What follows belongs to an exercise in optimizing a design on an open flow for small area, a short achievable clock period and few clock cycles per item; a production flow would make more cautious choices.
The RTL was checked by simulation tests, not by an equivalence proof against the original design.
Power is estimated from default activity; no workload was simulated.

## flow/design.v (module list and top-level ports; edited modules follow where they fit)
// module DSP_CONV1D: 439 lines
// module conv_mul_s1: 528 lines
// module conv_mul_s2: 317 lines
// module conv_booth_enc: 50 lines
module DSP_CONV1D #(
    parameter AXI_DATA_WIDTH = 32,
    parameter AXI_ADDR_WIDTH = 5,  
    parameter DSP_DATA_WIDTH = 32,
    parameter MAX_CONV_LEN = 256,
    parameter MAX_KERNEL_LEN = 32
)(
    input  s_axi_clk,
    input  s_axi_resetn,  
    input  [AXI_ADDR_WIDTH-1:0] s_axi_awaddr,
    input  s_axi_awvalid,
    output reg s_axi_awready,
    input  [AXI_DATA_WIDTH-1:0] s_axi_wdata,
    input  [AXI_DATA_WIDTH/8-1:0] s_axi_wstrb,
    input  s_axi_wvalid,
    output reg s_axi_wready,
    output reg  s_axi_bvalid,
    input  s_axi_bready,
    output reg [1:0] s_axi_bresp,
    input  [AXI_ADDR_WIDTH-1:0] s_axi_araddr,
    input  s_axi_arvalid,
    output reg s_axi_arready,
    output reg [AXI_DATA_WIDTH-1:0] s_axi_rdata,
    output reg [1:0] s_axi_rresp,
    output reg s_axi_rvalid,
    input  s_axi_rready,
    output interrupt_o,
    output reg [DSP_DATA_WIDTH-1:0] dsp_mem_addr_o,
    input  [DSP_DATA_WIDTH-1:0] dsp_mem_rdata_i,
    output reg dsp_mem_req_o,
    input  dsp_mem_ack_i,
    output reg dsp_mem_we_o,
    output reg [DSP_DATA_WIDTH-1:0] dsp_mem_wdata_o
);
  // ...
==> flow/flow/run.sh <==
#!/bin/bash
set -euo pipefail
bash standard.sh SETUP_SLACK_MARGIN=5.6 "BUFFER_PORTS_ARGS=-buffer_cell sky130_fd_sc_hd__buf_4" finish > standard_finish.log 2>&1
==> flow/standard.sh <==
#!/bin/bash
# synth_recipe.tcl (not shown) runs the flow's synth.tcl, then flattens the netlist and writes it again
# the make line also repeats each setting of config.mk as NAME=value (left out here)
make -C /OpenROAD-flow-scripts/flow DESIGN_CONFIG=/design/flow/config.mk WORK_HOME=/design/flow/orfs CLKGATE_MAP_FILE= SYNTH_SCRIPT=/design/flow/synth_recipe.tcl "${@:-finish}"
==> flow/config.mk <==
export PLATFORM = sky130hd
export DESIGN_NAME = DSP_CONV1D
export DESIGN_NICKNAME = DSP_CONV1D
export VERILOG_FILES = /design/flow/design.v
export SDC_FILE = /design/flow/constraint.sdc
export NUM_CORES = 8
export LEC_CHECK = 0
export ABC_CLOCK_PERIOD_IN_PS = 3000
export CAP_MARGIN = 20
export CORE_MARGIN = 2
export CORE_UTILIZATION = 40
export SLEW_MARGIN = 20
==> flow/constraint.sdc <==
create_clock -name core_clock -period 9.0 [get_ports {s_axi_clk}]
set_input_delay 1.8000 -clock core_clock [delete_from_list [all_inputs] [get_ports {s_axi_clk}]]
set_output_delay 1.8000 -clock core_clock [all_outputs]
set_load 0.01 [all_outputs]
==> notes.md, run 1 <==
* Most frequent cells in the layout: edfxtp_1 (530), inv_1 (357), xnor2_1 (336)
* Count leader, synth: edfxtp_1
* Comb power at 7.17 mW
* Insertion delay to the later sink of the worst-skew pair at 0.73 ns
* Tmin final at 3.34 ns
* Hold Vio Cnt, Final at 0
* Site Rows at 131
* Area post-placement at 0.0548 mm²
* # setup viols final at 0
* Setup repair after global routing missed its margin: true
* Area leader, netlist: edfxtp_1
* TritonCTS Sinks at 1,023
* Crit path max-delay family: multiplexers
* DRC viols at 0
* Arrival @ worst endpoint at 3.80 ns
* Worst min path class: reg2reg
* Critical path launch point type: flop
* Hold Path End: w1
* Top class by area: sequential cells
* PwrDens at 323 mW/mm²
* PostCTS Resize Cnt at 6
* Max-cap violations at 0
* Post-synth top cells: edfxtp_1 (530), inv_1 (358), xnor2_1 (336)
* Height of the die at 363 µm
* Status: finished clean
* Sequential share of cell area at 46.1%
* First-pass GRT wire length at 195,000 µm
* Max Slew Vio Count at 0
* FF+latch area at 0.0271 mm²
* Largest net degree at the start of global routing at 146
* Crit-path slowest cell: nor2_1
* WL final at 124,000 µm
* Hold path start: w0
* Met3 routed WL at 6460 µm
* M3 GR Usage at 2.95%
* Commonest non-fill, non-tap cell in the layout: edfxtp_1
* Mapped Area at 0.0516 mm²
* Final clock-cell share at 6.42%
Testbench counts, summed over its fixed seeds: cycles 141,951, macs 128,917.
==> inputs of run 2 (changes only) <==
==> flow/flow/run.sh (replaced) <==
#!/bin/bash
set -euo pipefail
bash standard.sh SETUP_SLACK_MARGIN=5.4 "BUFFER_PORTS_ARGS=-buffer_cell sky130_fd_sc_hd__buf_4" finish > standard_finish.log 2>&1
==> notes.md, run 2 <==
* Area leader, netlist: edfxtp_1 (unchanged)
* Vias at 32,500 (was 32,300)
* Height of the die at 363 µm (unchanged)
* Initial Util at 40.4% (unchanged)
* Layout net count at 4,754 (was 4,762)
* Hold Vio Cnt, Final at 0 (unchanged)
* Synth top area share at 30.8% (unchanged)
* Initial antenna violation count at 3 (was 2)
* Wire length per cell at 20.7 µm (was 20.5 µm)
* Die W at 363 µm (unchanged)
* Setup repair after global routing missed its margin: true (unchanged)
* Routability-driven placement congestion ratio at 0.844 (was 0.842)
* Worst-case reg-to-reg path depth at 10 (unchanged)
* Avg Synthesized Cell Area at 12.4 µm² (unchanged)
* Synthesis-stage register bit count at 1,023 (unchanged)
* Tmin final at 3.51 ns (was 3.34 ns)
* Dominant synthesized flop cell: edfxtp_1 (unchanged)
* CP peak stage delay at 0.83 ns (was 0.57 ns)
* Total global-route track usage at 19.1% (was 19.0%)
* Warnings, synthesis at 5 (unchanged)
* First-pass GRT wire length at 196,000 µm (was 195,000 µm)
* Clock Skews at 0.0562 ns (was 0.0563 ns)
* Max Root-Sink Buffers at 3 (unchanged)
* Antenna cell count at 0 (was 4)
* Worst slew pin tran at 1.11 ns (was 1.09 ns)
* Critical path launch point type: flop (unchanged)
* Max FFs per register at 167 (unchanged)
* Mapped Area at 0.0516 mm² (unchanged)
* Post-synthesis sequential area ratio at 52.5% (unchanged)
* Max-cap violations at 0 (unchanged)
* Worst-path fanout max at 31 (was 16)
* Critical Setup Path Class: reg2reg (unchanged)
* Syn Inst Count at 4,178 (unchanged)
* Layout cells sized above 1 at 15.8% (was 16.2%)
* Inst Count DP at 5,852 (unchanged)
* Crit path capture type: flop (unchanged)
* Number of global-route vias before repair at 32,500 (was 32,300)
* PortBufs at 185 (unchanged)
* Most frequent cells in the layout: edfxtp_1 (530), inv_1 (357), xnor2_1 (336) (unchanged)
* # setup viols final at 0 (unchanged)
* Final instance count without filler cells at 6,068 (was 6,075)
* Ports at 194 (unchanged)
* Total CTS buffers at 111 (was 110)
* Number of flops mapped to enable cells by yosys at 530 (unchanged)
* Post-synth top cells: edfxtp_1 (530), inv_1 (358), xnor2_1 (336) (unchanged)
* Design area at 0.0589 mm² (was 0.0588 mm²)
* WL final at 125,000 µm (was 124,000 µm)
* Crit-path slowest cell: o21bai_1 (was nor2_1)
* DRC viols at 0 (unchanged)
* Leakage Power at 23.9 nW (about the same)
* PwrDens at 325 mW/mm² (was 323 mW/mm²)
* TritonCTS Sinks at 1,023 (unchanged)
* Count leader, synth: edfxtp_1 (unchanged)
* Hold Path Depth at 0 (unchanged)
* Top reg by flops: rows_q (unchanged)
* Post-CTS Hold Buffers at 0 (unchanged)
* DIE AREA at 0.132 mm² (unchanged)
* Synth async-reset ratio at 25.4% (unchanged)
* Commonest non-fill, non-tap cell in the layout: edfxtp_1 (unchanged)
* Util after Layout at 46.0% (about the same)
* Stages on the worst setup path at 10 (unchanged)
* Htree depth at 3 (unchanged)
* Post-synth cell types at 87 (unchanged)
* Achievable Freq at 285 MHz (was 299 MHz)
* Site Rows at 131 (unchanged)
* CP bufs+invs at 1 (unchanged)
* Worst path cell trace: buf_16, mux2_2, ha_1, a21o_1, a21o_1, o21bai_1, a21oi_1, nand2_1, xor2_1, a21oi_1 (was buf_16, mux2_2, ha_1, a21o_1, a21o_1, nor2_1, a2111oi_0, xor2_1, mux2i_1, mux2i_1)
* Placed wire-length estimate at 84,500 µm (was 83,600 µm)
* DR iter-0 viols at 2,764 (was 2,671)
* Insertion delay to the later sink of the worst-skew pair at 0.75 ns (was 0.73 ns)
* Post-route ant nets at 0 (unchanged)
* Largest net degree at the start of global routing at 158 (was 146)
* Area Overhead vs Synth at 14.1% (was 13.9%)
* Root buf cell: clkbuf_16 (unchanged)
* Slew headroom at 25.0% (was 27.3%)
* Final worst path period share at 39.0% (was 37.1%)
* Max IR drop VDD at 0.214 mV (was 0.168 mV)
* Setup_tns at 0 ns (unchanged)
* Crit path max-delay family: compound AO/OA/AOI/OAI gates (was multiplexers)
* Grt ovf at 0 (unchanged)
* Worst min path class: reg2reg (unchanged)
* Status: finished clean (unchanged)
* Synth area leaders: edfxtp_1 (31%), dfrtp_1 (13%), dfxtp_1 (9.0%) (unchanged)
* CTS tree: yes (unchanged)
* Router iterations before antenna repair at 6 (was 9)
* Core region area at 0.128 mm² (unchanged)
* Area post-placement at 0.0548 mm² (about the same)
* Max Slew Vio Count at 0 (unchanged)
* Reg clk slew, reported paths at 0.06 ns (about the same)
* Arrival @ worst endpoint at 3.99 ns (was 3.80 ns)
* Worst path required time at 9.48 ns (was 9.46 ns)
* Drt via density at 5.35 (was 5.31)
## run 2: layout make-up
cell class / instances / area (µm²)
Clock buffer: 152 / 3200
Clock inverter: 60 / 756
Inverter: 358 / 1350
Multi-Input combinational cell: 2558 / 22400
Tap cell: 1662 / 2080
Timing Repair Buffer: 255 / 2000
Fill cell: 11600 / 69000
Sequential cell: 1023 / 27100
## run 2: kinds of logic after synthesis
group / synth area share [%]
and+or+nand+nor: 6.52
adders and majority gates: 12.0
DFF: 52.5
xor gates and xnor gates: 8.16
other: 0.00727
buffers and inverters: 4.50
AOI/OAI and AO/OA: 9.92
muxes: 6.37
## run 2: stage by stage
step	power [mW]	hold slack [ns]	setup slack (ns)
2_1_floorplan	12.2	0.331	5.40
3_3_place_gp	14.4	0.336	4.86
3_5_place_dp	14.5	0.340	4.84
4_1_cts	19.4	0.300	5.39
5_1_grt	20.7	0.315	5.36
6_report	19.2	0.302	5.49
## run 2: per-layer routing
metal,routed length [µm],vias up,global-route usage [%],part of all wire [%]
met3,7350,180,3.22,5.9
met4,2590,6,4.78,2.1
met5,34,-,0,0.027
met1,59200,16300,28.1,47
li1,-,15000,-,-
met2,56300,1014,29.3,45
## run 2: worst paths after layout
| kind | startpoint | end | slack (ns) |
|---|---|---|---|
| worst max-delay path | r_k | dsp_mem_addr_o[14] | 5.49 |
| worst min-delay path | f0 | f1 | 0.30 |
| worst max register to register | r_k | dsp_mem_addr_o[14] | 5.49 |
| worst min register to register | f0 | f1 | 0.30 |
| max in group asynchronous | s_axi_resetn | f_rp[0] | 6.37 |
| min in group asynchronous | s_axi_resetn | data_len_r[16] | 1.09 |
## run 2: report_power, final
group	internal, mW	leakage (nW)	total, mW	switching [mW]
Combinational	3.03	11.7	7.12	4.09
Clock	2.88	1.92	4.82	1.94
Sequential	6.53	10.2	7.22	0.688
Total	12.4	23.9	19.2	6.71
## run 2: timing repair
item / CTS / global route
buffers inserted: 3 / 0
gates resized for setup: 7 / 11
pin swaps: 1 / 0
setup endpoints to repair: 24 / 22
cloned: 1 / 0
## run 2: worst reg2reg max path, delay by kind of cell (launching register included)
family	cells	cell delay, ns
AND/OR/NAND/NOR	1	0.14
multiplexers	1	0.41
adder cells (fa/ha/maj)	1	0.33
buffers and inverters	1	0.24
AO/OA/AOI/OAI	5	1.54
flip-flops	1	0.44
XOR/XNOR	1	0.19
==> inputs of run 3 (changes only) <==
==> flow/flow/run.sh (replaced) <==
#!/bin/bash
set -euo pipefail
bash standard.sh SETUP_SLACK_MARGIN=5.8 "BUFFER_PORTS_ARGS=-buffer_cell sky130_fd_sc_hd__buf_4" finish > standard_finish.log 2>&1
==> notes.md, run 3 <==
* Post-synth cell types at 87 (unchanged)
* Number of flops mapped to enable cells by yosys at 530 (unchanged)
* Final instance count without filler cells at 6,072 (was 6,068)
* Worst-case reg-to-reg path depth at 10 (unchanged)
* Reg clk slew, reported paths at 0.06 ns (about the same)
* Count leader, synth: edfxtp_1 (unchanged)
* Clock Skews at 0.0689 ns (was 0.0562 ns)
* Worst-path fanout max at 2 (was 31)
* Area Overhead vs Synth at 14.1% (about the same)
* Min setup slack post-route at 5.82 ns (was 5.49 ns)
* Syn Inst Count at 4,178 (unchanged)
* Root buf cell: clkbuf_16 (unchanged)
* FF+latch area at 0.0271 mm² (about the same)
* Post-synth top cells: edfxtp_1 (530), inv_1 (358), xnor2_1 (336) (unchanged)
* Net Sw Frac at 35.8% (was 35.0%)
* PwrDens at 320 mW/mm² (was 325 mW/mm²)
* Synthesis-stage register bit count at 1,023 (unchanged)
* PortBufs at 185 (unchanged)
* Grt ovf at 0 (unchanged)
* Util after Layout at 46.1% (was 46.0%)
* Setup repair after global routing missed its margin: true (unchanged)
* Switching power at 6.74 mW (was 6.71 mW)
* Multi-input gate area at 0.0226 mm² (was 0.0224 mm²)
* Setup_tns at 0 ns (unchanged)
* R2R Path End: dsp_mem_addr_o[8] (was dsp_mem_addr_o[14])
* Critical Setup Path Class: reg2out (was reg2reg)
* Place WS at 4.79 ns (was 4.84 ns)
* Routability-driven placement congestion ratio at 0.852 (was 0.844)
* DR iter-0 viols at 2,657 (was 2,764)
* Post-synthesis xor/xnor area fraction at 8.16% (unchanged)
* Post-synthesis sequential area ratio at 52.5% (unchanged)
* Hold Vio Cnt, Final at 0 (unchanged)
* Site Rows at 131 (unchanged)
* Initial antenna violation count at 5 (was 3)
* Layout net count at 4,762 (was 4,754)
* Top reg by flops: rows_q (unchanged)
* Design area at 0.0589 mm² (about the same)
* First-pass GRT wire length at 195,000 µm (was 196,000 µm)
* Worst path cell trace: buf_6 (was buf_16, mux2_2, ha_1, a21o_1, a21o_1, o21bai_1, a21oi_1, nand2_1, xor2_1, a21oi_1)
* Synth async-reset ratio at 25.4% (unchanged)
* Warnings, synthesis at 5 (unchanged)
* Post-route ant nets at 0 (unchanged)
* Max-cap violations at 0 (unchanged)
* Post-CTS Hold Buffers at 0 (unchanged)
* Avg Synthesized Cell Area at 12.4 µm² (unchanged)
* Tmin final at 3.18 ns (was 3.51 ns)
* Drt via density at 5.33 (was 5.35)
* Worst min path class: reg2reg (unchanged)
* DIE AREA at 0.132 mm² (unchanged)
* Dominant synthesized flop cell: edfxtp_1 (unchanged)
* Vias at 32,400 (was 32,500)
* Clock power share at 23.5% (was 25.2%)
* Largest family of logic cells by synthesized area: adder cells (unchanged)
* Mux cell area share after synthesis at 6.37% (unchanged)
* Combinational Power Share at 38.5% (was 37.2%)
* Crit path max-delay family: flip-flops (was compound AO/OA/AOI/OAI gates)
* Initial Util at 40.4% (unchanged)
* Worst slew pin tran at 1.10 ns (was 1.11 ns)
* Synth area leaders: edfxtp_1 (31%), dfrtp_1 (13%), dfxtp_1 (9.0%) (unchanged)
* Reg2reg start: r_k (unchanged)
* Worst R2R Setup Slack at 5.91 ns (was 5.49 ns)
* Total CTS buffers at 108 (was 111)
* Critical path launch point type: flop (unchanged)
* TritonCTS Sinks at 1,023 (unchanged)
* Synth top area share at 30.8% (unchanged)
* Ports at 194 (unchanged)
* Final Hold Slack at 0.364 ns (was 0.302 ns)
* Most frequent cells in the layout: edfxtp_1 (530), inv_1 (355), xnor2_1 (335) (was edfxtp_1 (530), inv_1 (357), xnor2_1 (336))
* Achievable Freq at 314 MHz (was 285 MHz)
* Crit-path slowest cell: dfrtp_2 (was o21bai_1)
* Leakage Power at 23.8 nW (was 23.9 nW)
* Crit path capture: s_axi_rdata[0] (was dsp_mem_addr_o[14])
* Mapped Area at 0.0516 mm² (unchanged)
* Arrival @ worst endpoint at 1.38 ns (was 3.99 ns)
* WL final at 126,000 µm (was 125,000 µm)
* Insertion delay to the later sink of the worst-skew pair at 0.75 ns (about the same)
* Stages on the worst setup path at 1 (was 10)
* Die W at 363 µm (unchanged)
* Adder-cell share of the synthesized area at 12.0% (unchanged)
* DRC viols at 0 (unchanged)
* Number of global-route vias before repair at 32,200 (was 32,500)
* Final worst path period share at 35.4% (was 39.0%)
* Final total power at 18.8 mW (was 19.2 mW)
* Inst Count DP at 5,850 (was 5,852)
* Slew headroom at 26.9% (was 25.0%)
* Largest net degree at the start of global routing at 96 (was 158)
* Crit path capture type: output pin (was flop)
* Router iterations before antenna repair at 8 (was 6)
* Area post-placement at 0.0549 mm² (was 0.0548 mm²)
* Max Root-Sink Buffers at 3 (unchanged)
* CP peak stage delay at 0.48 ns (was 0.83 ns)
* Status: finished clean (unchanged)
* Total global-route track usage at 19.0% (was 19.1%)
* Hold path start: f0 (unchanged)
* Placed wire-length estimate at 84,000 µm (was 84,500 µm)
* Max IR drop VDD at 0.198 mV (was 0.214 mV)
* # setup viols final at 0 (unchanged)
* Height of the die at 363 µm (unchanged)
* Area leader, netlist: edfxtp_1 (unchanged)
* Crit. Startpoint: s_axi_rdata[0] (was r_k)
* Antenna cell count at 0 (unchanged)
* Layout cells sized above 1 at 16.6% (was 15.8%)
* CTS tree: yes (unchanged)
* Compound-cell area share of the yosys netlist at 9.92% (unchanged)
* Flop pwr share at 38.0% (was 37.7%)
* Htree depth at 3 (unchanged)
* Worst path required time at 7.20 ns (was 9.48 ns)
* Max FFs per register at 167 (unchanged)
* Max Slew Vio Count at 0 (unchanged)
* Wire length per cell at 20.7 µm (about the same)
* Internal cell power at 12.1 mW (was 12.4 mW)
* CP bufs+invs at 1 (unchanged)
* Synth Area in Simple Gates at 6.52% (unchanged)
* Core region area at 0.128 mm² (unchanged)
* Number of fill cells at 11,500 (was 11,600)
* Commonest non-fill, non-tap cell in the layout: edfxtp_1 (unchanged)
run 3: cell counts after synthesis:
Identical to the previous run, type by type.
run 3: final cells by class:
cell class                 count  share of cell area (%)
sequential                  1023                    46.0
inverter                     358                    2.29
clock inverter                61                   0.960
clock buffer                 144                    5.09
timing repair buffer         266                    3.64
multi-input combinational   2558                    38.4
tap                         1662                    3.53
run 3: cell families after synthesis:
| kind of cell | after synthesis |
|---|---|
| AOI/OAI and AO/OA | 743 |
| xor gates and xnor gates | 481 |
| adders and majority gates | 361 |
| buffers and inverters | 600 |
| DFF | 1023 |
| muxes | 300 |
| other | 1 |
| and+or+nand+nor | 669 |
run 3: repair_timing:
action | 4_1_cts | 5_1_grt
endpoints found under the setup margin | 70 | 90
resized for setup | 27 | 23
cloned | 2 | 0
pin swaps | 1 | 5
buffers inserted | 8 | 6
run 3: layer usage:
metal | vias up | part of all wire, % | global-route usage (%) | wire, µm
met5 | - | 0.037 | 0 | 47
met4 | 8 | 2.7 | 5.86 | 3370
met2 | 938 | 44 | 29.1 | 55900
met3 | 202 | 5.9 | 3.23 | 7370
met1 | 16300 | 47 | 27.6 | 59000
li1 | 15000 | - | - | -
run 3: worst min path at each step:
stage / to / slack [ns] / cells after the start
final: f1 / 0.36 / 0
after global routing: f1 / 0.37 / 0
after CTS: f1 / 0.37 / 0
after detailed placement: w1 / 0.34 / 0
after global placement: w1 / 0.34 / 0
after floorplan: f1 / 0.33 / 0
run 3: power groups by stage:
| stage | registers (mW) | clock network (mW) | logic (mW) |
|---|---|---|---|
| 4_1_cts | 7.17 | 4.54 | 7.38 |
| 6_report | 7.16 | 4.42 | 7.24 |
| 2_1_floorplan | 7.06 | 0 | 5.11 |
| 3_5_place_dp | 7.25 | 0 | 7.33 |
| 5_1_grt | 7.27 | 4.73 | 8.41 |
| 3_3_place_gp | 7.23 | 0 | 7.17 |
==> inputs of run 4 (changes only) <==
--- a/flow/config.mk
+++ b/flow/config.mk
@@ -11,2 +11,3 @@
 export CORE_UTILIZATION = 40
 export SLEW_MARGIN = 20
+export TNS_END_PERCENT = 30
==> notes.md, run 4 <==
* CTS tree: yes (unchanged)
* DR iter-0 viols at 2,891 (was 2,657)
* Worst path cell trace: buf_4, nor2b_1, buf_4, nor4b_4, and2_1, nor2b_1, mux2i_1, nor2_1 (was buf_6)
* Layout cells sized above 1 at 16.8% (was 16.6%)
* Insertion delay to the later sink of the worst-skew pair at 0.76 ns (was 0.75 ns)
* Synth top area share at 30.8% (unchanged)
* Worst min path class: reg2reg (unchanged)
* Die W at 363 µm (unchanged)
* Critical path launch point type: input pin (was flop)
* Post-synth top cells: edfxtp_1 (530), inv_1 (358), xnor2_1 (336) (unchanged)
* Router iterations before antenna repair at 8 (unchanged)
* Post-CTS Hold Buffers at 0 (unchanged)
* Crit path capture type: flop (was output pin)
* Crit-path slowest cell: and2_1 (was dfrtp_2)
* Warnings, synthesis at 5 (unchanged)
* Number of fill cells at 11,500 (about the same)
* Top reg by flops: rows_q (unchanged)
* Reg clk slew, reported paths at 0.06 ns (about the same)
* Design area at 0.0594 mm² (was 0.0589 mm²)
* DIE AREA at 0.132 mm² (unchanged)
* Status: finished clean (unchanged)
* Tmin final at 3.22 ns (was 3.18 ns)
* Post-synthesis sequential area ratio at 52.5% (unchanged)
* Min setup slack post-route at 5.78 ns (was 5.82 ns)
* Max Slew Vio Count at 0 (unchanged)
* Setup_tns at 0 ns (unchanged)
* Height of the die at 363 µm (unchanged)
* Area Overhead vs Synth at 15.1% (was 14.1%)
* Initial Util at 40.4% (unchanged)
* Achievable Freq at 310 MHz (was 314 MHz)
* Max Root-Sink Buffers at 3 (unchanged)
* Synth area leaders: edfxtp_1 (31%), dfrtp_1 (13%), dfxtp_1 (9.0%) (unchanged)
* Setup repair after global routing missed its margin: true (unchanged)
* Largest net degree at the start of global routing at 137 (was 96)
* PwrDens at 326 mW/mm² (was 320 mW/mm²)
* Routability-driven placement congestion ratio at 0.847 (was 0.852)
* Wire length per cell at 20.9 µm (was 20.7 µm)
* Max-cap violations at 0 (unchanged)
* Antenna cell count at 0 (unchanged)
* Synthesis-stage register bit count at 1,023 (unchanged)
* CP peak stage delay at 0.62 ns (was 0.48 ns)
* Dominant synthesized flop cell: edfxtp_1 (unchanged)
* Hold Vio Cnt, Final at 0 (unchanged)
* Crit path max-delay family: simple AND/OR/NAND/NOR gates (was flip-flops)
* Max IR drop VDD at 0.209 mV (was 0.198 mV)
* Commonest non-fill, non-tap cell in the layout: edfxtp_1 (unchanged)
* Site Rows at 131 (unchanged)
* Total CTS buffers at 111 (was 108)
* Final Hold Slack at 0.348 ns (was 0.364 ns)
* Worst-path fanout max at 14 (was 2)
* Area leader, netlist: edfxtp_1 (unchanged)
* Core region area at 0.128 mm² (unchanged)
* Root buf cell: clkbuf_16 (unchanged)
* Count leader, synth: edfxtp_1 (unchanged)
* Most frequent cells in the layout: edfxtp_1 (530), inv_1 (357), xnor2_1 (335) (was edfxtp_1 (530), inv_1 (355), xnor2_1 (335))
* Slew headroom at 27.7% (was 26.9%)
* Total global-route track usage at 19.3% (was 19.0%)
* Max FFs per register at 167 (unchanged)
* CP bufs+invs at 2 (was 1)
* Number of flops mapped to enable cells by yosys at 530 (unchanged)
* Number of global-route vias before repair at 32,700 (was 32,200)
* Final worst path period share at 35.8% (was 35.4%)
* Mapped Area at 0.0516 mm² (unchanged)
* Placed wire-length estimate at 83,900 µm (was 84,000 µm)
* Critical Setup Path Class: in2reg (was reg2out)
* WL final at 127,000 µm (was 126,000 µm)
* DRC viols at 0 (unchanged)
* Avg Synthesized Cell Area at 12.4 µm² (unchanged)
* First-pass GRT wire length at 197,000 µm (was 195,000 µm)
* PortBufs at 185 (unchanged)
* Post-route ant nets at 0 (unchanged)
* Vias at 32,600 (was 32,400)
* Clock Skews at 0.0680 ns (was 0.0689 ns)
* Area post-placement at 0.0547 mm² (was 0.0549 mm²)
* Worst path required time at 9.57 ns (was 7.20 ns)
* Post-synth cell types at 87 (unchanged)
* Grt ovf at 0 (unchanged)
* Arrival @ worst endpoint at 3.80 ns (was 1.38 ns)
* Leakage Power at 24.0 nW (was 23.8 nW)
* Ports at 194 (unchanged)
* Initial antenna violation count at 3 (was 5)
* Worst slew pin tran at 1.08 ns (was 1.10 ns)
* Layout net count at 4,771 (was 4,762)
* TritonCTS Sinks at 1,023 (unchanged)
* Syn Inst Count at 4,178 (unchanged)
* Htree depth at 3 (unchanged)
* # setup viols final at 0 (unchanged)
* Place WS at 4.91 ns (was 4.79 ns)
* Drt via density at 5.35 (was 5.33)
* Synth async-reset ratio at 25.4% (unchanged)
[run 4: area by class of cell]
| class | count | area [µm²] | area share [%] |
|---|---|---|---|
| clock buffer | 136 | 3020 | 5.08 |
| multi-input combinational | 2559 | 22600 | 38.1 |
| sequential | 1023 | 27100 | 45.6 |
| clock inverter | 74 | 1020 | 1.72 |
| inverter | 358 | 1350 | 2.27 |
| tap | 1662 | 2080 | 3.50 |
| timing repair buffer | 271 | 2200 | 3.70 |
[run 4: cell families after synthesis]
kind of cell | count (synthesis) | synth area share, %
compound gates | 743 | 9.92
xor+xnor | 481 | 8.16
fa+ha+maj | 361 | 12.0
buf+inv | 600 | 4.50
flops | 1023 | 52.5
mux | 300 | 6.37
other cells | 1 | 0.00727
simple gates | 669 | 6.52
[run 4: worst paths after layout]
check | startpoint | to | slack, ns | cells after the start
worst max-delay path | dsp_mem_ack_i | r_i[1] | 5.78 | 8
worst min-delay path | f0 | f1 | 0.35 | 0
worst max register to register | r_k | dsp_mem_addr_o[30] | 5.84 | 12
worst min register to register | f0 | f1 | 0.35 | 0
max in group asynchronous | s_axi_resetn | v1 | 6.92 | 2
min in group asynchronous | s_axi_resetn | s_axi_rdata[16] | 0.90 | 1
[run 4: layer usage]
layer,track usage [%],vias to the layer above,wire [µm],share of wire (%)
met5,0,-,13,0.010
met4,5.32,2,3130,2.5
met1,28.0,16400,58900,46
met3,3.38,206,8070,6.4
li1,-,15000,-,-
met2,29.6,1017,56800,45
[run 4: repair_timing]
action                                  in CTS  in global routing
endpoints found under the setup margin      60                 78
pin swaps                                    2                 11
gates resized for setup                     25                 45
setup buffers                                4                 10
cloned                                       3                  1
[run 4: metrics by stage]
stage | instances | power, mW | utilization [%]
floorplan | 4181 | 12.2 | -
global placement | 5852 | 14.4 | 42.8
detailed placement | 5852 | 14.6 | 42.8
CTS | 6069 | 19.6 | 46.2
global route | 6083 | 21.0 | 46.4
finish | 6083 | 19.4 | 46.4
[run 4: power breakdown]
group	total, mW	internal [mW]	leakage (nW)	switching (mW)
Combinational	7.24	3.07	11.9	4.17
Clock	4.95	2.98	1.95	1.97
Sequential	7.18	6.53	10.2	0.656
Total	19.4	12.6	24.0	6.80
==> inputs of run 5 (changes only) <==
--- a/flow/config.mk
+++ b/flow/config.mk
@@ -7,7 +7,6 @@
 export LEC_CHECK = 0
 export ABC_CLOCK_PERIOD_IN_PS = 3000
-export CAP_MARGIN = 20
+export CAP_MARGIN = 0
 export CORE_MARGIN = 2
 export CORE_UTILIZATION = 40
-export SLEW_MARGIN = 20
-export TNS_END_PERCENT = 30
+export SLEW_MARGIN = 0
==> notes.md, run 5 <==
* Largest family of logic cells by synthesized area: adder cells (unchanged)
* CP bufs+invs at 1 (was 2)
* Synthesis-stage register bit count at 1,023 (unchanged)
* Vias at 32,400 (was 32,600)
* Max Root-Sink Buffers at 3 (unchanged)
* # setup viols final at 0 (unchanged)
* Mapped Area at 0.0516 mm² (unchanged)
* Synth async-reset ratio at 25.4% (unchanged)
* Synth area leaders: edfxtp_1 (31%), dfrtp_1 (13%), dfxtp_1 (9.0%) (unchanged)
* Worst min path class: reg2reg (unchanged)
* Grt ovf at 0 (unchanged)
* DR iter-0 viols at 2,849 (was 2,891)
* Critical Setup Path Class: reg2out (was in2reg)
* Crit path capture type: output pin (was flop)
* Compound-cell area share of the yosys netlist at 9.92% (unchanged)
* Number of fill cells at 11,500 (about the same)
* Worst path cell trace: buf_6 (was buf_4, nor2b_1, buf_4, nor4b_4, and2_1, nor2b_1, mux2i_1, nor2_1)
* Largest net degree at the start of global routing at 96 (was 137)
* Setup repair after global routing missed its margin: true (unchanged)
* Place WS at 4.79 ns (was 4.91 ns)
* Commonest non-fill, non-tap cell in the layout: edfxtp_1 (unchanged)
* DRC viols at 0 (unchanged)
* Wire length per cell at 20.6 µm (was 20.9 µm)
* PwrDens at 322 mW/mm² (was 326 mW/mm²)
* Final instance count without filler cells at 6,070 (was 6,083)
* Area leader, netlist: edfxtp_1 (unchanged)
* Adder-cell share of the synthesized area at 12.0% (unchanged)
* Ports at 194 (unchanged)
* Final total power at 19.0 mW (was 19.4 mW)
* Placed wire-length estimate at 83,900 µm (about the same)
* Reg clk slew, reported paths at 0.06 ns (about the same)
* Slew headroom at 24.7% (was 27.7%)
* TritonCTS Sinks at 1,023 (unchanged)
* Design area at 0.0590 mm² (was 0.0594 mm²)
* Critical path launch point type: flop (was input pin)
* Inst Count DP at 5,850 (was 5,852)
* Crit-path slowest cell: dfrtp_2 (was and2_1)
* Core region area at 0.128 mm² (unchanged)
* Tmin final at 3.19 ns (was 3.22 ns)
* Max FFs per register at 167 (unchanged)
* Root buf cell: clkbuf_16 (unchanged)
* Hold Vio Cnt, Final at 0 (unchanged)
* Max IR drop VDD at 0.209 mV (about the same)
* Final worst path period share at 35.4% (was 35.8%)
* DIE AREA at 0.132 mm² (unchanged)
* Synth top area share at 30.8% (unchanged)
* PortBufs at 185 (unchanged)
* Post-route ant nets at 0 (unchanged)
* Syn Inst Count at 4,178 (unchanged)
* Worst-path fanout max at 2 (was 14)
* WL final at 125,000 µm (was 127,000 µm)
* First-pass GRT wire length at 195,000 µm (was 197,000 µm)
* Clock Skews at 0.0882 ns (was 0.0680 ns)
* Post-synthesis xor/xnor area fraction at 8.16% (unchanged)
* Achievable Freq at 314 MHz (was 310 MHz)
* Avg Synthesized Cell Area at 12.4 µm² (unchanged)
* Number of flops mapped to enable cells by yosys at 530 (unchanged)
* Die W at 363 µm (unchanged)
* Htree depth at 3 (unchanged)
* Worst slew pin tran at 1.13 ns (was 1.08 ns)
* Synth Area in Simple Gates at 6.52% (unchanged)
* CTS tree: yes (unchanged)
* Area post-placement at 0.0549 mm² (was 0.0547 mm²)
* Warnings, synthesis at 5 (unchanged)
* Number of global-route vias before repair at 32,300 (was 32,700)
* Layout net count at 4,761 (was 4,771)
* Post-synth top cells: edfxtp_1 (530), inv_1 (358), xnor2_1 (336) (unchanged)
* Layout cells sized above 1 at 16.5% (was 16.8%)
* Antenna cell count at 0 (unchanged)
* Leakage Power at 23.8 nW (was 24.0 nW)
* Crit path max-delay family: flip-flops (was simple AND/OR/NAND/NOR gates)
* Most frequent cells in the layout: edfxtp_1 (530), inv_1 (355), xnor2_1 (335) (was edfxtp_1 (530), inv_1 (357), xnor2_1 (335))
* Site Rows at 131 (unchanged)
* Total CTS buffers at 109 (was 111)
* Dominant synthesized flop cell: edfxtp_1 (unchanged)
* Arrival @ worst endpoint at 1.39 ns (was 3.80 ns)
* Worst path required time at 7.20 ns (was 9.57 ns)
* Insertion delay to the later sink of the worst-skew pair at 0.76 ns (about the same)
* Routability-driven placement congestion ratio at 0.852 (was 0.847)
* Post-synth cell types at 87 (unchanged)
* Post-synthesis sequential area ratio at 52.5% (unchanged)
* Max Slew Vio Count at 0 (unchanged)
* Area Overhead vs Synth at 14.3% (was 15.1%)
* CP peak stage delay at 0.48 ns (was 0.62 ns)
* Initial Util at 40.4% (unchanged)
* Min setup slack post-route at 5.81 ns (was 5.78 ns)
* Total global-route track usage at 19.0% (was 19.3%)
* Drt via density at 5.34 (was 5.35)
* Initial antenna violation count at 4 (was 3)
* Top reg by flops: rows_q (unchanged)
* Max-cap violations at 0 (unchanged)
* Router iterations before antenna repair at 7 (was 8)
* Height of the die at 363 µm (unchanged)
* Setup_tns at 0 ns (unchanged)
* Mux cell area share after synthesis at 6.37% (unchanged)
* Count leader, synth: edfxtp_1 (unchanged)
* Status: finished clean (unchanged)
run 5: cell counts after synthesis:
No cell type changed its count.
run 5: cell families after synthesis:
group	count (synthesis)
compound gates	743
xor+xnor	481
fa+ha+maj	361
buf+inv	600
flops	1023
mux	300
other cells	1
simple gates	669
run 5: repair_timing:
action | CTS | global route
cloned | 2 | 0
setup buffers | 10 | 3
setup endpoints to repair | 78 | 97
hold buffers | 0 | 0
endpoints found under the hold margin | 0 | 0
pin swaps | 1 | 4
resized for setup | 29 | 24
run 5: cell type report:
type	instances	area (µm²)	share of cell area [%]
Clock buffer	151	3110	5.27
Clock inverter	54	599	1.02
Inverter	358	1350	2.28
Multi-Input combinational cell	2558	22600	38.3
Sequential cell	1023	27100	46.0
Tap cell	1662	2080	3.53
Timing Repair Buffer	264	2130	3.62
run 5: where the power goes:
group / switching (mW) / internal, mW
sequential: 0.632 / 6.53
combinational: 4.18 / 3.07
clock: 1.92 / 2.63
total: 6.73 / 12.2
run 5: path summary, 6_finish.rpt:
path	end	startpoint	cells past startpoint	slack, ns
setup reg to reg	rows_q[158]	dl[2][13]	6	5.92
hold / removal	w1	w0	0	0.35
setup / recovery	s_axi_rdata[0]	s_axi_rdata[0]	1	5.81
min in group asynchronous	data_len_r[18]	s_axi_resetn	1	1.08
max in group asynchronous	f_rp[1]	s_axi_resetn	3	6.11
hold reg to reg	w1	w0	0	0.35
run 5: layer usage:
layer	track usage, %	vias to the layer above	wire length, µm	share of wire, %
met4	5.64	6	3260	2.6
met3	3.46	188	7800	6.2
met5	0	-	36	0.029
li1	-	15000	-	-
met1	27.6	16300	58100	47
met2	29.0	941	55700	45
run 5: through the flow:
step | utilization [%] | hold slack, ns
after floorplan | - | 0.331
after global placement | 42.9 | 0.337
after detailed placement | 42.9 | 0.336
after CTS | 46.0 | 0.349
after global routing | 46.1 | 0.368
final | 46.1 | 0.347
==> inputs of run 6 (changes only) <==
--- a/flow/config.mk
+++ b/flow/config.mk
@@ -6,7 +6,7 @@
 export NUM_CORES = 8
 export LEC_CHECK = 0
-export ABC_CLOCK_PERIOD_IN_PS = 3000
-export CAP_MARGIN = 0
+export ABC_CLOCK_PERIOD_IN_PS = 2500
+export CAP_MARGIN = 20
 export CORE_MARGIN = 2
 export CORE_UTILIZATION = 40
-export SLEW_MARGIN = 0
+export SLEW_MARGIN = 20
==> notes.md, run 6 <==
* Status: finished clean (unchanged)
* Layout cells sized above 1 at 16.6% (was 16.5%)
* Slew headroom at 26.9% (was 24.7%)
* Ports at 194 (unchanged)
* Drt via density at 5.33 (was 5.34)
* Post-synth top cells: edfxtp_1 (530), inv_1 (358), xnor2_1 (336) (unchanged)
* Worst slew pin tran at 1.10 ns (was 1.13 ns)
* Number of flops mapped to enable cells by yosys at 530 (unchanged)
* PortBufs at 185 (unchanged)
* CP bufs+invs at 1 (unchanged)
* Post-synth cell types at 87 (unchanged)
* Setup_tns at 0 ns (unchanged)
* Flop pwr share at 38.0% (was 37.8%)
* Initial Util at 40.4% (unchanged)
* Top reg by flops: rows_q (unchanged)
* TritonCTS Sinks at 1,023 (unchanged)
* CTS tree: yes (unchanged)
* Max Root-Sink Buffers at 3 (unchanged)
* Min setup slack post-route at 5.82 ns (was 5.81 ns)
* Worst path required time at 7.20 ns (about the same)
* Combinational Power Share at 38.5% (was 38.3%)
* Switching power at 6.74 mW (was 6.73 mW)
* Max Slew Vio Count at 0 (unchanged)
* DIE AREA at 0.132 mm² (unchanged)
* Initial antenna violation count at 5 (was 4)
* Synthesis-stage register bit count at 1,023 (unchanged)
* Syn Inst Count at 4,178 (unchanged)
* # setup viols final at 0 (unchanged)
* Area leader, netlist: edfxtp_1 (unchanged)
* Vias at 32,400 (about the same)
* Core region area at 0.128 mm² (unchanged)
* Leakage Power at 23.8 nW (about the same)
* Hold path start: f0 (was w0)
* Clock Skews at 0.0689 ns (was 0.0882 ns)
* Crit-path slowest cell: dfrtp_2 (unchanged)
* Die W at 363 µm (unchanged)
* Antenna cell count at 0 (unchanged)
* DRC viols at 0 (unchanged)
* Insertion delay to the later sink of the worst-skew pair at 0.75 ns (was 0.76 ns)
* Grt ovf at 0 (unchanged)
* Most frequent cells in the layout: edfxtp_1 (530), inv_1 (355), xnor2_1 (335) (unchanged)
* Internal cell power at 12.1 mW (was 12.2 mW)
* Htree depth at 3 (unchanged)
* Final total power at 18.8 mW (was 19.0 mW)
* Placed wire-length estimate at 84,000 µm (was 83,900 µm)
* Place WS at 4.79 ns (about the same)
* DR iter-0 viols at 2,657 (was 2,849)
* Crit path capture type: output pin (unchanged)
* Post-route ant nets at 0 (unchanged)
* Clock power share at 23.5% (was 24.0%)
* PwrDens at 320 mW/mm² (was 322 mW/mm²)
* Area Overhead vs Synth at 14.1% (was 14.3%)
* First-pass GRT wire length at 195,000 µm (about the same)
* WL final at 126,000 µm (was 125,000 µm)
* Commonest non-fill, non-tap cell in the layout: edfxtp_1 (unchanged)
* Max IR drop VDD at 0.198 mV (was 0.209 mV)
* Critical Setup Path Class: reg2out (unchanged)
* Hold Vio Cnt, Final at 0 (unchanged)
* Total global-route track usage at 19.0% (about the same)
* Arrival @ worst endpoint at 1.38 ns (was 1.39 ns)
* Warnings, synthesis at 5 (unchanged)
* CP peak stage delay at 0.48 ns (about the same)
* Setup repair after global routing missed its margin: true (unchanged)
* Critical path launch point type: flop (unchanged)
* Net Sw Frac at 35.8% (was 35.5%)
* Crit path max-delay family: flip-flops (unchanged)
* Avg Synthesized Cell Area at 12.4 µm² (unchanged)
* Achievable Freq at 314 MHz (about the same)
* Synth async-reset ratio at 25.4% (unchanged)
* Mapped Area at 0.0516 mm² (unchanged)
* Wire length per cell at 20.7 µm (was 20.6 µm)
* Synth top area share at 30.8% (unchanged)
* Dominant synthesized flop cell: edfxtp_1 (unchanged)
* Reg clk slew, reported paths at 0.06 ns (about the same)
* Post-synthesis sequential area ratio at 52.5% (unchanged)
* Height of the die at 363 µm (unchanged)
* Root buf cell: clkbuf_16 (unchanged)
* Largest net degree at the start of global routing at 96 (unchanged)
* Worst path cell trace: buf_6 (unchanged)
* Max FFs per register at 167 (unchanged)
* Routability-driven placement congestion ratio at 0.852 (unchanged)
* Site Rows at 131 (unchanged)
* Layout net count at 4,762 (was 4,761)
* Final worst path period share at 35.4% (about the same)
* Tmin final at 3.18 ns (was 3.19 ns)
* Worst-path fanout max at 2 (unchanged)
* Synth area leaders: edfxtp_1 (31%), dfrtp_1 (13%), dfxtp_1 (9.0%) (unchanged)
* Max-cap violations at 0 (unchanged)
* Total CTS buffers at 108 (was 109)
* Crit. Startpoint: s_axi_rdata[0] (unchanged)
* Reg2reg start: r_k (was dl[2][13])
* Worst min path class: reg2reg (unchanged)
* Number of global-route vias before repair at 32,200 (was 32,300)
* Router iterations before antenna repair at 8 (was 7)
* Count leader, synth: edfxtp_1 (unchanged)
run 6: cell counts after synthesis:
No cell type changed its count.
run 6: what timing repair did:
| action | CTS | global route |
|---|---|---|
| setup endpoints to repair | 70 | 90 |
| setup buffers | 8 | 6 |
| pin swaps | 1 | 5 |
| gates resized for setup | 27 | 23 |
| hold buffers | 0 | 0 |
| cloned | 2 | 0 |
run 6: path summary, 6_finish.rpt:
path	end	slack [ns]	cells past startpoint
setup / recovery	s_axi_rdata[0]	5.82	1
hold / removal	f1	0.36	0
setup reg to reg	dsp_mem_addr_o[8]	5.91	10
hold reg to reg	f1	0.36	0
max in group asynchronous	f_rp[0]	6.10	3
min in group asynchronous	data_len_r[18]	1.08	1
run 6: logic make-up (layout without fill, tap and decap cells):
logic type                 Yosys count  in the layout  share of synthesized area [%]
DFF                               1023           1023                           52.5
AOI/OAI and AO/OA                  743            743                           9.92
and+or+nand+nor                    669            669                           6.52
buffers and inverters              600            829                           4.50
xor gates and xnor gates           481            481                           8.16
adders and majority gates          361            361                           12.0
muxes                              300            300                           6.37
other                                1              4                        0.00727
run 6: per-stage QoR:
| step | hold WS, ns | utilization, % | instances | area, µm² |
|---|---|---|---|---|
| 6_report | 0.364 | 46.1 | 6072 | 58900 |
| 5_1_grt | 0.372 | 46.1 | 6072 | 58900 |
| 4_1_cts | 0.365 | 45.9 | 6065 | 58700 |
| 3_5_place_dp | 0.336 | 42.9 | 5850 | 54900 |
| 3_3_place_gp | 0.337 | 42.9 | 5850 | 54900 |
| 2_1_floorplan | 0.331 | - | 4181 | 51900 |
run 6: cell type report:
type                    count  area [µm²]
fillers                 11500       69000
flip-flops and latches   1023       27100
repair buffers            266        2140
clock buffers             144        3000
well taps                1662        2080
inverters                 358        1350
clock inverters            61         566
multi-input cells        2558       22600
run 6: routing by layer:
| metal | vias up | share of wire, % | track usage (%) |
|---|---|---|---|
| met3 | 202 | 5.9 | 3.23 |
| met1 | 16300 | 47 | 27.6 |
| li1 | 15000 | - | - |
| met5 | - | 0.037 | 0 |
| met4 | 8 | 2.7 | 5.86 |
| met2 | 938 | 44 | 29.1 |
run 6: power groups by stage:
| stage | Sequential, mW | Combinational (mW) | Clock (mW) |
|---|---|---|---|
| after floorplan | 7.06 | 5.11 | 0 |
| after global placement | 7.23 | 7.17 | 0 |
| after detailed placement | 7.25 | 7.33 | 0 |
| after CTS | 7.17 | 7.38 | 4.54 |
| after global routing | 7.27 | 8.41 | 4.73 |
| final | 7.16 | 7.24 | 4.42 |
==> inputs of run 7 (changes only) <==
--- a/flow/config.mk
+++ b/flow/config.mk
@@ -6,5 +6,5 @@
 export NUM_CORES = 8
 export LEC_CHECK = 0
-export ABC_CLOCK_PERIOD_IN_PS = 2500
+export ABC_CLOCK_PERIOD_IN_PS = 4000
 export CAP_MARGIN = 20
 export CORE_MARGIN = 2
==> notes.md, run 7 <==
* Arrival @ worst endpoint at 1.38 ns (about the same)
* Commonest non-fill, non-tap cell in the layout: edfxtp_1 (unchanged)
* Min setup slack post-route at 5.82 ns (unchanged)
* Max Slew Vio Count at 0 (unchanged)
* Core region area at 0.128 mm² (unchanged)
* Insertion delay to the later sink of the worst-skew pair at 0.75 ns (about the same)
* FF+latch area at 0.0271 mm² (unchanged)
* Flop pwr share at 38.0% (about the same)
* Clock Skews at 0.0689 ns (unchanged)
* Achievable Freq at 314 MHz (unchanged)
* Total global-route track usage at 19.0% (unchanged)
* Critical path launch point type: flop (unchanged)
* Switching power at 6.74 mW (unchanged)
* Status: finished clean (unchanged)
* Dominant synthesized flop cell: edfxtp_1 (unchanged)
* Root buf cell: clkbuf_16 (unchanged)
* Area post-placement at 0.0549 mm² (unchanged)
* Layout net count at 4,762 (unchanged)
* Antenna cell count at 0 (unchanged)
* Crit path max-delay family: flip-flops (unchanged)
* Setup repair after global routing missed its margin: true (unchanged)
* Most frequent cells in the layout: edfxtp_1 (530), inv_1 (355), xnor2_1 (335) (unchanged)
* Grt ovf at 0 (unchanged)
* Final worst path period share at 35.4% (unchanged)
* TritonCTS Sinks at 1,023 (unchanged)
* WL final at 126,000 µm (unchanged)
* Worst path cell trace: buf_6 (unchanged)
* Final instance count without filler cells at 6,072 (unchanged)
* Wire length per cell at 20.7 µm (unchanged)
* Slew headroom at 26.9% (unchanged)
* Routability-driven placement congestion ratio at 0.852 (unchanged)
* Crit path capture type: output pin (unchanged)
* DR iter-0 viols at 2,657 (unchanged)
* DIE AREA at 0.132 mm² (unchanged)
* Post-CTS Hold Buffers at 0 (unchanged)
* Height of the die at 363 µm (unchanged)
* Number of flops mapped to enable cells by yosys at 530 (unchanged)
* Clock power share at 23.5% (about the same)
* Crit-path slowest cell: dfrtp_2 (unchanged)
* Place WS at 4.79 ns (unchanged)
* Inst Count DP at 5,850 (unchanged)
* Syn Inst Count at 4,178 (unchanged)
* CP peak stage delay at 0.48 ns (about the same)
* Reg clk slew, reported paths at 0.06 ns (about the same)
* Internal cell power at 12.1 mW (unchanged)
* Drt via density at 5.33 (unchanged)
* Setup_tns at 0 ns (unchanged)
* Tmin final at 3.18 ns (unchanged)
* Post-route ant nets at 0 (unchanged)
* Total CTS buffers at 108 (unchanged)
* Router iterations before antenna repair at 8 (unchanged)
* Max IR drop VDD at 0.198 mV (unchanged)
* Max Root-Sink Buffers at 3 (unchanged)
* Leakage Power at 23.8 nW (unchanged)
* Final Hold Slack at 0.364 ns (unchanged)
* Vias at 32,400 (unchanged)
* Number of fill cells at 11,500 (unchanged)
* Count leader, synth: edfxtp_1 (unchanged)
* Ports at 194 (unchanged)
* Die W at 363 µm (unchanged)
* Net Sw Frac at 35.8% (unchanged)
* Critical Setup Path Class: reg2out (unchanged)
* Combinational Power Share at 38.5% (about the same)
* Multi-input gate area at 0.0226 mm² (unchanged)
* Synth async-reset ratio at 25.4% (unchanged)
* Synthesis-stage register bit count at 1,023 (unchanged)
* Htree depth at 3 (unchanged)
* First-pass GRT wire length at 195,000 µm (unchanged)
* Layout cells sized above 1 at 16.6% (unchanged)
* PwrDens at 320 mW/mm² (unchanged)
* Top reg by flops: rows_q (unchanged)
* Number of global-route vias before repair at 32,200 (unchanged)
* Placed wire-length estimate at 84,000 µm (unchanged)
* Worst min path class: reg2reg (unchanged)
* Post-synthesis sequential area ratio at 52.5% (unchanged)
* Area Overhead vs Synth at 14.1% (unchanged)
* Hold Vio Cnt, Final at 0 (unchanged)
* PortBufs at 185 (unchanged)
* Site Rows at 131 (unchanged)
* Initial antenna violation count at 5 (unchanged)
* Initial Util at 40.4% (unchanged)
* Area leader, netlist: edfxtp_1 (unchanged)
* Mapped Area at 0.0516 mm² (unchanged)
* Worst-path fanout max at 2 (unchanged)
* Largest net degree at the start of global routing at 96 (unchanged)
* Post-synth cell types at 87 (unchanged)
* DRC viols at 0 (unchanged)
* Synth area leaders: edfxtp_1 (31%), dfrtp_1 (13%), dfxtp_1 (9.0%) (unchanged)
* Design area at 0.0589 mm² (unchanged)
* Worst slew pin tran at 1.10 ns (unchanged)
* CP bufs+invs at 1 (unchanged)
* Max-cap violations at 0 (unchanged)
* # setup viols final at 0 (unchanged)
* Worst path required time at 7.20 ns (about the same)
* Final total power at 18.8 mW (unchanged)
* Util after Layout at 46.1% (unchanged)
* Post-synth top cells: edfxtp_1 (530), inv_1 (358), xnor2_1 (336) (unchanged)
* CTS tree: yes (unchanged)
* Avg Synthesized Cell Area at 12.4 µm² (unchanged)
* Warnings, synthesis at 5 (unchanged)
* Max FFs per register at 167 (unchanged)
* Synth top area share at 30.8% (unchanged)
[run 7: path summary, 6_finish.rpt]
check	start	cells past startpoint	end	slack, ns
min reg2reg	f0	0	f1	0.36
max	s_axi_rdata[0]	1	s_axi_rdata[0]	5.82
min in group asynchronous	s_axi_resetn	1	data_len_r[18]	1.08
max in group asynchronous	s_axi_resetn	3	f_rp[0]	6.10
min	f0	0	f1	0.36
max reg2reg	r_k	10	dsp_mem_addr_o[8]	5.91
[run 7: kinds of logic (layout without fill, tap and decap cells)]
group | count (synthesis) | in the layout | share of synthesized area, %
AO/OA/AOI/OAI | 743 | 743 | 9.92
XOR/XNOR | 481 | 481 | 8.16
adder cells (fa/ha/maj) | 361 | 361 | 12.0
buffers and inverters | 600 | 829 | 4.50
flip-flops | 1023 | 1023 | 52.5
multiplexers | 300 | 300 | 6.37
other | 1 | 4 | 0.00727
AND/OR/NAND/NOR | 669 | 669 | 6.52
[run 7: layout make-up]
class / count / area share [%]
tap: 1662 / 3.53
inverter: 358 / 2.29
clock buffer: 144 / 5.09
timing repair buffer: 266 / 3.64
sequential: 1023 / 46.0
multi-input combinational: 2558 / 38.4
clock inverter: 61 / 0.960
[run 7: power groups by stage]
| stage | Clock [mW] | Combinational (mW) | Sequential (mW) |
|---|---|---|---|
| 3_3_place_gp | 0 | 7.17 | 7.23 |
| 2_1_floorplan | 0 | 5.11 | 7.06 |
| 6_report | 4.42 | 7.24 | 7.16 |
| 5_1_grt | 4.73 | 8.41 | 7.27 |
| 4_1_cts | 4.54 | 7.38 | 7.17 |
| 3_5_place_dp | 0 | 7.33 | 7.25 |
[run 7: what timing repair did]
action	in CTS	in global routing
buffers inserted	8	6
pin swaps	1	5
hold endpoints to repair	0	0
resized for setup	27	23
cloned	2	0
endpoints found under the setup margin	70	90
[run 7: per-layer routing]
metal / up-vias / share of wire (%) / track usage, %
met4: 8 / 2.7 / 5.86
met5: - / 0.037 / 0
li1: 15000 / - / -
met3: 202 / 5.9 / 3.23
met1: 16300 / 47 / 27.6
met2: 938 / 44 / 29.1

afterwards: timing with drivers on the ports:
In the flow no input, the clock included, has a driving cell. The finished layouts below were timed again as built, in two steps.
Step 1 assumes that a clkbuf_16 drives the clock port and a buf_2 every other input.
Step 2 times the ports against the registers' clock, not the clock port: input delays grow and output delays shrink by t, the midpoint of the rising clock arrivals with the driver on.
Three values: ideal ports, drivers, drivers and shift; two values: the first two.
| run | t (ns) | slack for setup (ns) | pins driven straight from the clock port |
|---|---|---|---|
| run 1 | 0.789 | 5.660 / 5.660 / 5.039 | 1 |
| run 2 | 0.796 | 5.487 / 5.487 / 4.804 | 1 |
| run 3 | 0.784 | 5.817 / 5.750 / 5.214 | 1 |
| run 4 | 0.796 | 5.776 / 5.702 / 4.906 | 1 |
| run 5 | 0.785 | 5.812 / 5.745 / 5.241 | 1 |
| run 6 | 0.784 | 5.817 / 5.750 / 5.214 | 1 |
| run 7 | 0.784 | 5.817 / 5.750 / 5.214 | 1 |
After both steps every run listed still meets setup and hold. For run 4, which loses most, drivers alone change the setup slack by -0.074 ns; drivers and shift together by -0.870 ns.
